This design comes from an exercise in tuning for small area on the open sky130 flow, not from production work. RTL that was checked went through simulation tests only; none was proved equivalent to the original. Power and IR drop assume default switching activity.

== job 882 ==
==> flow/design.v <==
module CPU(
    input [0:0] clk,
    input [0:0] reset,
    input [15:0] in,
    output [15:0] out,
    output [7:0] imem_addr,
    input [15:0] imem_data,
    output [7:0] dmem_addr,
    output [15:0] dmem_wdata,
    output dmem_we,
    input [15:0] dmem_rdata
);
reg [15:0] pc;       
reg [15:0] fpc;      
reg [15:0] ir;       
reg        v;        
reg        lz;       
reg [15:0] A, B;     
reg [15:3] irE;      
reg [2:0]  opE;      
reg [15:0] resM;     
reg [15:0] dM;       
reg [2:0]  rdM;
reg        rwM, mwM, msM, jalM;
reg [15:0] valW;     
reg [2:0]  rdW;
reg        rwW;
reg [15:0] rf [1:7];  
wire [2:0] opD  = ir[2:0];
wire [2:0] rs1D = ir[8:6];
wire [2:0] rs2D = ir[11:9];
wire [2:0] rdD  = ir[5:3];
wire isJalD = (opD == 3'd6);
wire isJrD  = (opD == 3'd7);
wire useRd  = (opD == 3'd3) || isJrD;
wire [2:0] rbD = useRd ? rdD : rs2D;
wire [15:0] inc = pc + 16'd2;
wire byA = !isJalD && rs1D != 3'd0 && rs1D == rdW && rwW;
wire byB = !isJrD  && rbD  != 3'd0 && rbD  == rdW && rwW;
reg [15:0] ra, rb;
integer k;
always @(*) begin
    ra = (fpc & {16{isJalD}}) | (valW & {16{byA}});
    rb = valW & {16{byB}};
    for (k = 1; k < 8; k = k + 1) begin
        ra = ra | (rf[k] & {16{rs1D == k && !isJalD && !byA}});
        rb = rb | (rf[k] & {16{rbD == k && !byB}});
    end
end
wire c1f = (rs1D != 3'd0) && rs1D == rdM && rwM;
wire c2f = (rs2D != 3'd0) && rs2D == rdM && rwM;
wire [15:0] c1 = c1f ? valW : ra;
wire [15:0] c2 = c2f ? valW : rb;
wire [15:0] cdiff;
wire cnb;
ripple_add #(16) cmp_sub (.a(c1), .b(~c2), .ci(1'b1), .s(cdiff), .co(cnb));
wire take = v && (opD[2] && (opD[1] || (opD[0] ? !cnb : (cdiff == 16'd0))));
wire [15:0] immB = isJalD ? {{5{ir[15]}}, ir[15:6], 1'b0}
                          : {{8{ir[15]}}, ir[15:12], ir[5:3], 1'b0};
wire [15:0] tgt;
ripple_add #(16) tgt_add (.a(fpc), .b(immB), .ci(1'b0), .s(tgt), .co());
wire selJr  = !reset && take && isJrD;
wire selTgt = !reset && take && !isJrD;
wire selInc = !reset && !take;
always @(posedge clk) begin
    pc  <= (rb & {16{selJr}}) | (tgt & {16{selTgt}}) | (inc & {16{selInc}});
    fpc <= pc;
end
assign imem_addr = pc[8:1];
always @(posedge clk) begin
    ir <= imem_data;
    v  <= ~reset;
    lz <= ~v;
end
always @(posedge clk) begin
    A   <= ra;
    B   <= rb;
    irE <= {ir[15], ir[14] | ~v, ir[13:10], isJalD ? ~lz : ir[9], ir[8:6], ir[5:3] & {3{v}}};
    opE <= opD & {3{v}};
end
wire isR   = (opE == 3'd0);
wire isI   = (opE == 3'd1);
wire isL   = (opE == 3'd2);
wire isS   = (opE == 3'd3);
wire isBr  = (opE == 3'd4) || (opE == 3'd5);
wire isJal = (opE == 3'd6);
wire isJr  = (opE == 3'd7);
wire rwE   = isR || isI || isL || isJal;
wire msE   = !(isR || isI || isJal);    
wire [2:0] rs1E = irE[8:6];
wire [2:0] rs2E = irE[11:9];
wire [2:0] rdE  = irE[5:3];
wire [2:0] rsBE = isS ? rdE : rs2E;
wire mA = !isJal && rs1E != 3'd0 && rs1E == rdM && rwM;
wire wA = !isJal && rs1E != 3'd0 && rs1E == rdW && rwW && rs1E != rdM;
wire mAv = mA && !jalM;
wire nA = !mA && !wA;
wire [15:0] Af = (resM & {16{mAv}}) | (valW & {16{wA}}) | (A & {16{nA}});
wire mB = !isS && rsBE != 3'd0 && rsBE == rdM && rwM;
wire wB = rsBE != 3'd0 && rsBE == rdW && rwW && (isS || rsBE != rdM);
wire mBv = mB && !jalM;
wire nB = !mB && !wB;
wire [15:0] Bf = (resM & {16{mBv}}) | (valW & {16{wB}}) | (B & {16{nB}});
wire [15:0] imm = isI   ? {{11{irE[13]}}, irE[13:9]} :
                  isJal ? {14'd0, irE[9], 1'b0} :
                  isBr  ? {{8{irE[15]}}, irE[15:12], irE[5:3], 1'b0} :
                          {{9{irE[15]}}, irE[15:9]};
wire [15:0] bin = isR ? Bf : imm;
wire [3:0] func = irE[15:12];
wire sub = (isR && func == 4'd1) || isBr;
wire [15:0] sum;
wire [15:0] gen;
wire opLog;
alu_add alu_add (.a(Af), .b(bin ^ {16{sub}}), .ci(sub), .kill(opLog), .s(sum), .g(gen));
wire shr = irE[15];
wire [15:0] shin, shout, shrev;
genvar gi;
generate
    for (gi = 0; gi < 16; gi = gi + 1) begin : rev
        assign shin[gi]  = shr ? Af[15 - gi] : Af[gi];
        assign shrev[gi] = shout[15 - gi];
    end
endgenerate
assign shout = shin << irE[12:9];
wire opSum = (isR && func[3:1] == 3'd0) || (isI && irE[15:14] == 2'd0) ||
             isL || isS || isBr || isJal;
wire opOr  = isR && func == 4'd2;
wire opAnd = isR && func == 4'd3;
wire opXor = isI && irE[15:14] == 2'd3;
wire opShl = isI && irE[15:14] == 2'd1 && !irE[13];
wire opShr = isI && irE[15:14] == 2'd2 && !irE[13];
assign opLog = opOr || opAnd || opXor;
wire selSum = opSum || opOr || opXor;
wire selGen = opOr || opAnd;
wire [15:0] alu = (sum   & {16{selSum}}) |
                  (gen   & {16{selGen}}) |
                  (shout & {16{opShl}}) |
                  (shrev & {16{opShr}});
always @(posedge clk) begin
    resM <= alu;
    dM   <= Bf;
    rdM  <= rdE;
    msM  <= msE;
    jalM <= isJal;
    rwM  <= ~reset & rwE;
    mwM  <= ~reset & isS;
end
wire z = (resM == 16'd0);
wire fwdM = rdM != 3'd0 && rdM == rdW && rwW;
wire [15:0] sdata = fwdM ? valW : dM;
assign dmem_addr  = resM[8:1];
assign dmem_we    = mwM;
assign dmem_wdata = sdata & {16{~z}};
assign out        = sdata & {16{z && mwM}};
wire selIn  = msM && z;
wire selMem = msM && !z;
always @(posedge clk) begin
    valW <= (in & {16{selIn}}) | (dmem_rdata & {16{selMem}}) | (resM & {16{!msM}});
    rdW  <= rdM;
    rwW  <= rwM;
end
generate
    for (gi = 1; gi < 8; gi = gi + 1) begin : regs
        always @(posedge clk) begin
            if (reset) rf[gi] <= 16'd0;
            else if (rwW && rdW == gi) rf[gi] <= valW;
        end
    end
endgenerate
endmodule
module ripple_add #(parameter W = 16) (
    input [W-1:0] a,
    input [W-1:0] b,
    input ci,
    output [W-1:0] s,
    output co
);
wire [W:0] c;
assign c[0] = ci;
genvar i;
generate
    for (i = 0; i < W; i = i + 1) begin : bit_
        assign s[i] = a[i] ^ b[i] ^ c[i];
        assign c[i+1] = (a[i] & b[i]) | (c[i] & (a[i] ^ b[i]));
    end
endgenerate
assign co = c[W];
endmodule
module alu_add (
    input [15:0] a,
    input [15:0] b,
    input ci,
    input kill,
    output [15:0] s,
    output [15:0] g
);
wire [16:0] c;
assign c[0] = ci;
genvar i;
generate
    for (i = 0; i < 16; i = i + 1) begin : bit_
        assign s[i] = a[i] ^ b[i] ^ c[i];
        assign g[i] = (a[i] & b[i]) | (c[i] & (a[i] ^ b[i]));
        assign c[i+1] = g[i] & ~kill;
    end
endgenerate
endmodule
export LEC_CHECK = 0
export ABC_AREA = 1
export CAP_MARGIN = 20
export CORE_MARGIN = 2
export CORE_UTILIZATION = 40
export CTS_BUF_LIST = sky130_fd_sc_hd__clkbuf_4
export CTS_CLUSTER_DIAMETER = 70
export CTS_CLUSTER_SIZE = 8
export PLACE_DENSITY = 0.85
export SLEW_MARGIN = 20
create_clock -name core_clock -period 14.0 [get_ports {clk}]
run.sh (not shown) runs the stock make flow with config.mk's settings and CLKGATE_MAP_FILE= SYNTH_SCRIPT=/design/flow/synth_recipe.tcl, a recipe that flattens the netlist after the stock synthesis.
The inputs of job 8040 differ from those of job 882 as listed below.
-- flow/design.v --
<<< job 882, line 163
    for (gi = 1; gi < 8; gi = gi + 1) begin : regs
        always @(posedge clk) begin
            if (reset) rf[gi] <= 16'd0;
            else if (rwW && rdW == gi) rf[gi] <= valW;
        end
    end
>>> job 8040, line 163
    for (gi = 1; gi < 8; gi = gi + 1) begin : regs
        always @(posedge clk) begin
            if (reset || (rwW && rdW == gi)) rf[gi] <= valW & {16{~reset}};
        end
    end
Notes after the runs:
Lower ratio of total power to cell area goes to job 882 over job 8040. Synthesized net count (job 8040 over job 882): decrease, 252. Job 8040 vs job 882: depth of the critical timing path with buffers and inverters included down by more than a quarter. Relative to job 882, core utilization increased by 0.62 points in job 8040. All-layer global routing usage (job 8040 over job 882): decrease, 3.1 points. Relative area change from synthesis to final layout, job 8040 and job 882: higher on job 8040. Diff job 882 -> job 8040 | first-pass GRT wire length | decrease of 11%. [compare] base=job 882 new=job 8040: upper clock frequency limit roughly the same; post-route cell area higher; post-detailed-routing wire length lower; via count lower.
No functional check of the RTL was part of job 8040.

Setup of main:
CPU, a different RTL version from the one above (not shown whole).
Size: roughly 2100 cells after synthesis, ~270 flip-flops, about 99 I/O pins, roughly 15000 um2 of cells after synthesis.
==> module CPU, before the edit <==
module CPU(
    input [0:0] clk,
    input [0:0] reset,
    input [15:0] in,
    output [15:0] out,
    output [7:0] imem_addr,
    input [15:0] imem_data,
    output [7:0] dmem_addr,
    output [15:0] dmem_wdata,
    output dmem_we,
    input [15:0] dmem_rdata
);
reg [15:0] pc;       
reg [15:0] fpc;      
reg [15:0] ir;       
reg        v;        
reg        lz;       
reg [15:0] A, B;     
reg [15:3] irE;      
reg [2:0]  opE;      
reg [15:0] resM;     
reg [15:0] dM;       
reg [2:0]  rdM;
reg        rwM, mwM, msM, jalM;
reg [15:0] valW;     
reg [2:0]  rdW;
reg        rwW;
reg [15:0] rf [1:7];  
wire [2:0] opD  = ir[2:0];
wire [2:0] rs1D = ir[8:6];
wire [2:0] rs2D = ir[11:9];
wire [2:0] rdD  = ir[5:3];
wire isJalD = (opD == 3'd6);
wire isJrD  = (opD == 3'd7);
wire useRd  = (opD == 3'd3) || isJrD;
wire [2:0] rbD = useRd ? rdD : rs2D;
wire [15:0] inc = pc + 16'd2;
wire byA = !isJalD && rs1D != 3'd0 && rs1D == rdW && rwW;
wire byB = !isJrD  && rbD  != 3'd0 && rbD  == rdW && rwW;
reg [15:0] ra, rb;
integer k;
always @(*) begin
    ra = (fpc & {16{isJalD}}) | (valW & {16{byA}});
    rb = valW & {16{byB}};
    for (k = 1; k < 8; k = k + 1) begin
        ra = ra | (rf[k] & {16{rs1D == k && !isJalD && !byA}});
        rb = rb | (rf[k] & {16{rbD == k && !byB}});
    end
end
wire c1f = (rs1D != 3'd0) && rs1D == rdM && rwM;
wire c2f = (rs2D != 3'd0) && rs2D == rdM && rwM;
wire [15:0] c1 = c1f ? valW : ra;
wire [15:0] c2 = c2f ? valW : rb;
wire take = v && (opD[2] && (opD[1] || (opD[0] ? (c1 < c2) : (c1 == c2))));
wire [15:0] immB = isJalD ? {{5{ir[15]}}, ir[15:6], 1'b0}
                          : {{8{ir[15]}}, ir[15:12], ir[5:3], 1'b0};
wire [15:0] tgt;
ripple_add #(16) tgt_add (.a(fpc), .b(immB), .ci(1'b0), .s(tgt));
wire selJr  = !reset && take && isJrD;
wire selTgt = !reset && take && !isJrD;
wire selInc = !reset && !take;
always @(posedge clk) begin
    pc  <= (rb & {16{selJr}}) | (tgt & {16{selTgt}}) | (inc & {16{selInc}});
    fpc <= pc;
end
assign imem_addr = pc[8:1];
always @(posedge clk) begin
    ir <= imem_data;
    v  <= ~reset;
    lz <= ~v;
end
always @(posedge clk) begin
    A   <= ra;
    B   <= rb;
    irE <= {ir[15], ir[14] | ~v, ir[13:10], isJalD ? ~lz : ir[9], ir[8:6], ir[5:3] & {3{v}}};
    opE <= opD & {3{v}};
end
wire isR   = (opE == 3'd0);
wire isI   = (opE == 3'd1);
wire isL   = (opE == 3'd2);
wire isS   = (opE == 3'd3);
wire isBr  = (opE == 3'd4) || (opE == 3'd5);
wire isJal = (opE == 3'd6);
wire isJr  = (opE == 3'd7);
wire rwE   = isR || isI || isL || isJal;
wire msE   = !(isR || isI || isJal);    
wire [2:0] rs1E = irE[8:6];
wire [2:0] rs2E = irE[11:9];
wire [2:0] rdE  = irE[5:3];
wire [2:0] rsBE = isS ? rdE : rs2E;
wire mA = !isJal && rs1E != 3'd0 && rs1E == rdM && rwM;
wire wA = !isJal && rs1E != 3'd0 && rs1E == rdW && rwW && rs1E != rdM;
wire mAv = mA && !jalM;
wire nA = !mA && !wA;
wire [15:0] Af = (resM & {16{mAv}}) | (valW & {16{wA}}) | (A & {16{nA}});
wire mB = !isS && rsBE != 3'd0 && rsBE == rdM && rwM;
wire wB = rsBE != 3'd0 && rsBE == rdW && rwW && (isS || rsBE != rdM);
wire mBv = mB && !jalM;
wire nB = !mB && !wB;
wire [15:0] Bf = (resM & {16{mBv}}) | (valW & {16{wB}}) | (B & {16{nB}});
wire [15:0] imm = isI   ? {{11{irE[13]}}, irE[13:9]} :
                  isJal ? {14'd0, irE[9], 1'b0} :
                  isBr  ? {{8{irE[15]}}, irE[15:12], irE[5:3], 1'b0} :
                          {{9{irE[15]}}, irE[15:9]};
wire [15:0] bin = isR ? Bf : imm;
wire [3:0] func = irE[15:12];
wire sub = (isR && func == 4'd1) || isBr;
wire [15:0] sum;
ripple_add #(16) alu_add (.a(Af), .b(bin ^ {16{sub}}), .ci(sub), .s(sum));
wire shr = irE[15];
wire [15:0] shin, shout, shrev;
genvar gi;
generate
    for (gi = 0; gi < 16; gi = gi + 1) begin : rev
        assign shin[gi]  = shr ? Af[15 - gi] : Af[gi];
        assign shrev[gi] = shout[15 - gi];
    end
endgenerate
assign shout = shin << irE[12:9];
wire opSum = (isR && func[3:1] == 3'd0) || (isI && irE[15:14] == 2'd0) ||
             isL || isS || isBr || isJal;
wire opOr  = isR && func == 4'd2;
wire opAnd = isR && func == 4'd3;
wire opXor = isI && irE[15:14] == 2'd3;
wire opShl = isI && irE[15:14] == 2'd1 && !irE[13];
wire opShr = isI && irE[15:14] == 2'd2 && !irE[13];
wire logAnd = opAnd || opOr;
wire logXor = opOr || opXor;
wire [15:0] alu = (sum   & {16{opSum}}) |
                  ((Af & bin) & {16{logAnd}}) |
                  ((Af ^ bin) & {16{logXor}}) |
                  (shout & {16{opShl}}) |
                  (shrev & {16{opShr}});
always @(posedge clk) begin
    resM <= alu;
    dM   <= Bf;
    rdM  <= rdE;
    msM  <= msE;
    jalM <= isJal;
    rwM  <= ~reset & rwE;
    mwM  <= ~reset & isS;
end
wire z = (resM == 16'd0);
wire fwdM = rdM != 3'd0 && rdM == rdW && rwW;
wire [15:0] sdata = fwdM ? valW : dM;
assign dmem_addr  = resM[8:1];
assign dmem_we    = mwM;
assign dmem_wdata = sdata & {16{~z}};
assign out        = sdata & {16{z && mwM}};
wire selIn  = msM && z;
wire selMem = msM && !z;
always @(posedge clk) begin
    valW <= (in & {16{selIn}}) | (dmem_rdata & {16{selMem}}) | (resM & {16{!msM}});
    rdW  <= rdM;
    rwW  <= rwM;
end
generate
    for (gi = 1; gi < 8; gi = gi + 1) begin : regs
        always @(posedge clk) begin
            if (reset) rf[gi] <= 16'd0;
            else if (rwW && rdW == gi) rf[gi] <= valW;
        end
    end
endgenerate
endmodule
export LEC_CHECK = 0
export ABC_AREA = 1
export CAP_MARGIN = 20
export CORE_MARGIN = 2
export CORE_UTILIZATION = 40
export CTS_BUF_LIST = sky130_fd_sc_hd__clkbuf_8
export CTS_CLUSTER_DIAMETER = 50
export CTS_CLUSTER_SIZE = 20
export SLEW_MARGIN = 20
create_clock -name core_clock -period 14.0 [get_ports {clk}]
### main -> the feature branch
--- a/flow/design.v
+++ b/flow/design.v
@@ -32,49 +32,47 @@
 wire [2:0] rdD  = ir[5:3];
 wire isJalD = (opD == 3'd6);
 wire isJrD  = (opD == 3'd7);
 wire useRd  = (opD == 3'd3) || isJrD;
 wire [2:0] rbD = useRd ? rdD : rs2D;
-wire [15:0] inc = pc + 16'd2;
-wire byA = !isJalD && rs1D != 3'd0 && rs1D == rdW && rwW;
-wire byB = !isJrD  && rbD  != 3'd0 && rbD  == rdW && rwW;
+wire [15:0] inc = pc + {14'd0, ~(lz && v && isJalD), 1'b0};
 reg [15:0] ra, rb;
 integer k;
 always @(*) begin
-    ra = (fpc & {16{isJalD}}) | (valW & {16{byA}});
-    rb = valW & {16{byB}};
+    ra = inc & {16{isJalD}};
+    rb = 16'd0;
     for (k = 1; k < 8; k = k + 1) begin
-        ra = ra | (rf[k] & {16{rs1D == k && !isJalD && !byA}});
-        rb = rb | (rf[k] & {16{rbD == k && !byB}});
+        ra = ra | (rf[k] & {16{rs1D == k && !isJalD}});
+        rb = rb | (rf[k] & {16{rbD == k}});
     end
 end
-wire c1f = (rs1D != 3'd0) && rs1D == rdM && rwM;
-wire c2f = (rs2D != 3'd0) && rs2D == rdM && rwM;
+wire c1f = (rs1D != 3'd0) && ((rs1D == rdM && rwM) || (rs1D == rdW && rwW));
+wire c2f = (rs2D != 3'd0) && ((rs2D == rdM && rwM) || (rs2D == rdW && rwW));
 wire [15:0] c1 = c1f ? valW : ra;
 wire [15:0] c2 = c2f ? valW : rb;
 wire take = v && (opD[2] && (opD[1] || (opD[0] ? (c1 < c2) : (c1 == c2))));
 wire [15:0] immB = isJalD ? {{5{ir[15]}}, ir[15:6], 1'b0}
                           : {{8{ir[15]}}, ir[15:12], ir[5:3], 1'b0};
 wire [15:0] tgt;
 ripple_add #(16) tgt_add (.a(fpc), .b(immB), .ci(1'b0), .s(tgt));
 wire selJr  = !reset && take && isJrD;
 wire selTgt = !reset && take && !isJrD;
 wire selInc = !reset && !take;
-always @(posedge clk) begin
+always @(negedge clk) begin
     pc  <= (rb & {16{selJr}}) | (tgt & {16{selTgt}}) | (inc & {16{selInc}});
     fpc <= pc;
 end
-assign imem_addr = pc[8:1];
+assign imem_addr = fpc[8:1];
 always @(posedge clk) begin
     ir <= imem_data;
     v  <= ~reset;
     lz <= ~v;
 end
 always @(posedge clk) begin
     A   <= ra;
     B   <= rb;
-    irE <= {ir[15], ir[14] | ~v, ir[13:10], isJalD ? ~lz : ir[9], ir[8:6], ir[5:3] & {3{v}}};
+    irE <= {ir[15], ir[14] | ~v, ir[13:6], ir[5:3] & {3{v}}};
     opE <= opD & {3{v}};
 end
 wire isR   = (opE == 3'd0);
 wire isI   = (opE == 3'd1);
 wire isL   = (opE == 3'd2);
@@ -97,16 +95,16 @@
 wire wB = rsBE != 3'd0 && rsBE == rdW && rwW && (isS || rsBE != rdM);
 wire mBv = mB && !jalM;
 wire nB = !mB && !wB;
 wire [15:0] Bf = (resM & {16{mBv}}) | (valW & {16{wB}}) | (B & {16{nB}});
 wire [15:0] imm = isI   ? {{11{irE[13]}}, irE[13:9]} :
-                  isJal ? {14'd0, irE[9], 1'b0} :
+                  isJal ? {{5{irE[15]}}, irE[15:6], 1'b0} :
                   isBr  ? {{8{irE[15]}}, irE[15:12], irE[5:3], 1'b0} :
                           {{9{irE[15]}}, irE[15:9]};
 wire [15:0] bin = isR ? Bf : imm;
 wire [3:0] func = irE[15:12];
-wire sub = (isR && func == 4'd1) || isBr;
+wire sub = (isR && func == 4'd1) || isJal || isBr;
 wire [15:0] sum;
 ripple_add #(16) alu_add (.a(Af), .b(bin ^ {16{sub}}), .ci(sub), .s(sum));
 wire shr = irE[15];
 wire [15:0] shin, shout, shrev;
 genvar gi;
@@ -154,11 +152,11 @@
     rdW  <= rdM;
     rwW  <= rwM;
 end
 generate
     for (gi = 1; gi < 8; gi = gi + 1) begin : regs
-        always @(posedge clk) begin
+        always @(negedge clk) begin
             if (reset) rf[gi] <= 16'd0;
             else if (rwW && rdW == gi) rf[gi] <= valW;
         end
     end
 endgenerate
Notes after the runs:
- The feature branch finished end to end and its layout was clean on timing, DRC and antenna.
- Total met2 wirelength after detailed routing ends up lower on the feature branch.
- Going from main to the feature branch, total routing usage reported by global routing decreased 1.7 points; design area neither gained nor lost much; met3 global-route usage increased by 1.3 points relative to the old numbers; netlist area before placement saw a decrease.
- [compare] base=main new=the feature branch: fraction of synthesized cell area in xor and xnor cells up 0.36 points; power per standard cell area moved up.
- Changes observed in the feature branch relative to main: utilization went up 1.4 points; routed wire length went down 6.1 mm.
- The feature branch — number of buffers created by CTS 1 lower, main as reference
- Share of layout cells above drive strength 1 was lower in the run labelled the feature branch.
- The minimum setup slack in the final design in the feature branch sits 4.00 ns below the value recorded for main.
- Sort the feature branch and main by final total power asc -> top: main
- The feature branch ended up with a lower maximum number of pins on one net before global-route repair than main did.
